This design comes from an exercise in tuning for small area, a short achievable clock period and few clock cycles on the open sky130 flow, not from production work.
Power and IR drop assume default switching activity.

rev 12:
// LMFE
module LMFE ( clk, reset, Din, in_en, busy, out_valid, Dout, mem_cen, mem_wen, mem_addr, mem_d, mem_q);
input   clk;
input   reset;
input   in_en;
output  busy;
output  out_valid;
input   [7:0]  Din;
output  [7:0]  Dout;
output  mem_cen;
output  mem_wen;
output  [9:0]  mem_addr;
output  [7:0]  mem_d;
input   [7:0]  mem_q;
localparam S_PRE = 2'd0, S_RUN = 2'd1, S_FIN = 2'd2;
reg  [1:0]  state;
reg  [14:0] ldpos;       
reg  [2:0]  k;           
reg         busy_r, outv_r, cen_r, wen_r, seldin_r, accf;
reg  [9:0]  addr_r;
reg  [7:0]  din_r, dout_r;
assign busy      = busy_r;
assign out_valid = outv_r;
assign Dout      = dout_r;
assign mem_cen   = cen_r;
assign mem_wen   = wen_r;
assign mem_addr  = addr_r;
assign mem_d     = din_r;
wire [7:0] row6  = ldpos[14:7];
wire [6:0] ldcol = ldpos[6:0];
wire run = (state == S_RUN);
wire pre = (state == S_PRE);
wire [8:0] rr = {1'b0, row6} + {6'b0, k} - 9'd6;
wire rr_ok = ~rr[8] & ~rr[7];
  reg [7:0] P0;
  reg [7:0] P1;
  reg [7:0] P2;
  reg [7:0] P3;
  reg [7:0] P4;
  reg [7:0] P5;
  reg [7:0] P6;
  reg [7:0] P7;
  reg [7:0] P8;
  reg [7:0] P9;
  reg [7:0] P10;
  reg [7:0] P11;
  reg [7:0] P12;
  reg [7:0] P13;
  reg [7:0] P14;
  reg [7:0] P15;
  reg [7:0] P16;
  reg [7:0] P17;
  reg [7:0] P18;
  reg [7:0] P19;
  reg [7:0] P20;
  reg [7:0] P21;
  reg [7:0] P22;
  reg [7:0] P23;
  reg [7:0] P24;
  reg [7:0] P25;
  reg [7:0] P26;
  reg [7:0] P27;
  reg [7:0] P28;
  reg [7:0] P29;
  reg [7:0] P30;
  reg [7:0] P31;
  reg [7:0] P32;
  reg [7:0] P33;
  reg [7:0] P34;
  reg [7:0] P35;
  reg [7:0] P36;
  reg [7:0] P37;
  reg [7:0] P38;
  reg [7:0] P39;
  reg [7:0] P40;
  reg [7:0] P41;
  reg [7:0] P42;
  reg [7:0] P43;
  reg [7:0] P44;
  reg [7:0] P45;
  reg [7:0] P46;
  reg [7:0] P47;
  reg [7:0] P48;
  reg [7:0] P49;
  reg [7:0] P50;
  reg [7:0] P51;
  reg [7:0] P52;
  reg [7:0] P53;
  reg [7:0] P54;
  ...
For scale: about 700 flip-flops.
Settings: LEC_CHECK=0, CAP_MARGIN=20, CORE_MARGIN=2, CORE_UTILIZATION=40, CTS_BUF_LIST=sky130_fd_sc_hd__clkbuf_16, CTS_CLUSTER_DIAMETER=60, CTS_CLUSTER_SIZE=30, SETUP_SLACK_MARGIN=3.1, SLEW_MARGIN=20; clock period 6.0 ns.
standard.sh (not shown) runs the stock make flow with config.mk's settings and CLKGATE_MAP_FILE= SYNTH_SCRIPT=/design/flow/synth_recipe.tcl, a recipe that flattens the netlist after the stock synthesis.
==> flow/flow/run.sh <==
#!/bin/bash
# The standard layout (the standard.sh, unchanged synthesis script and
# settings from config.mk), except that Yosys does not extract full-adder
# cells: with ADDER_MAP_FILE empty, ORFS's synth.tcl skips extract_fa, so ABC
# maps the adder trees from plain gates (faster than sky130 fa_1 cells).
# Registers are unaffected.
set -euo pipefail
export ADDER_MAP_FILE=
bash standard.sh > standard.log 2>&1
Inputs modified between rev 12 and rev 13:
-- flow/design.v --
<<< rev 12, line 247
  for (ci = 0; ci < 7; ci = ci + 1) begin
    case (k)
      3'd0:    cmsb[ci] = msb[ci];
      3'd1:    cmsb[ci] = msb[8 + ci];
      3'd2:    cmsb[ci] = msb[16 + ci];
      3'd3:    cmsb[ci] = msb[24 + ci];
      3'd4:    cmsb[ci] = msb[32 + ci];
      default: cmsb[ci] = msb[40 + ci];
    endcase
  end
>>> rev 13, line 247
  for (ci = 0; ci < 7; ci = ci + 1) begin
    case (k)
      3'd1:    cmsb[ci] = msb[1 + ci];
      3'd2:    cmsb[ci] = msb[9 + ci];
      3'd3:    cmsb[ci] = msb[17 + ci];
      3'd4:    cmsb[ci] = msb[25 + ci];
      3'd5:    cmsb[ci] = msb[33 + ci];
      default: cmsb[ci] = msb[41 + ci];
    endcase
  end
<<< rev 12, line 261
always @(*) begin
  case (k)
    3'd0:    cact = colact[1];
    3'd1:    cact = colact_n[2];
    3'd2:    cact = colact_n[3];
    3'd3:    cact = colact_n[4];
    3'd4:    cact = colact_n[5];
    default: cact = colact_n[6];
  endcase
end
reg  [2:0] ccreg;
always @(posedge clk) ccreg <= cact ? ccol : 3'd0;
wire [5:0] sbase = (k == 3'd1) ? 6'd0 : sreg;
wire [5:0] snext = sbase + {3'b0, ccreg};
wire [5:0] sfin  = snext + {3'b0, colact_n[0] ? ccr : 3'd0};    
always @(posedge clk) begin
>>> rev 13, line 261
always @(*) begin
  case (k)
    3'd1:    cact = colact_n[1];
    3'd2:    cact = colact_n[2];
    3'd3:    cact = colact_n[3];
    3'd4:    cact = colact_n[4];
    3'd5:    cact = colact_n[5];
    default: cact = colact_n[6];
  endcase
end
wire [2:0] ccsel = cact ? ccol : 3'd0;
wire [5:0] sbase = (k == 3'd1) ? 6'd0 : sreg;
wire [5:0] snext = sbase + {3'b0, ccsel};
wire [5:0] sfin  = snext + {3'b0, colact_n[0] ? ccr : 3'd0};    
always @(posedge clk) begin
==> summary.txt <==
- [rev 13 vs rev 12] clock network area share: lower in rev 13
- Rev 12 and rev 13 ended up with roughly the same adder-cell share of the synthesized area.
- Relative to rev 12, the routed wire length of rev 13 is higher by 9.1%.
- Rev 13: full flow OK, the timing, DRC and antenna checks passed
- Per the comparison of rev 13 with rev 12, non-clock buffer count in the final layout shows an increase of 25; post-synthesis compound-gate area fraction shows an increase of 0.25 points; portion of total power attributed to combinational logic shows an increase of 5.8 points.
- [compare] base=rev 12 new=rev 13: total standard cell area after synthesis picked up an extra 220 um^2, wire length of the first global-routing pass picked up an extra 9.1%.
- Compared with rev 12, in rev 13 count of clock buffers in the final design fell by 1, number of post-CTS setup repair buffers increased by 35 relative to the old numbers.
- Rev 12 has lower wire length on met1 than rev 13.
Function was not checked in any run of this note: the RTL went through the layout flow alone.

==> what the ideal ports hide <==
The results above use ideal ports. As a check the final layouts listed here were re-extracted and re-timed, cells and wires unchanged. Step 1 assumes that a clkbuf_16 drives the clock port and a buf_2 every other input. Step 2 times the ports against the registers' clock, not the clock port: input delays grow and output delays shrink by t, the midpoint of the rising clock arrivals with the driver on. a / b / c = ideal / step 1 / step 2; a / b = the first two.
run | t, ns | slack for setup (ns) | hold slack, ns | worst setup path after step 2 | worst data-port slew with drivers (ns)
rev 12 | 0.642 | 3.121 / 3.100 / 2.672 | 0.318 / 0.318 / 0.318 | input to register | 0.04
rev 13 | 0.643 | 1.447 / 1.447 / 1.447 | 0.305 / 0.305 / 0.305 | register to register | 0.03
After both steps every run listed still meets setup and hold. The setup slack of rev 12, which loses most, moves by -0.021 ns with the drivers and by -0.449 ns with both steps.
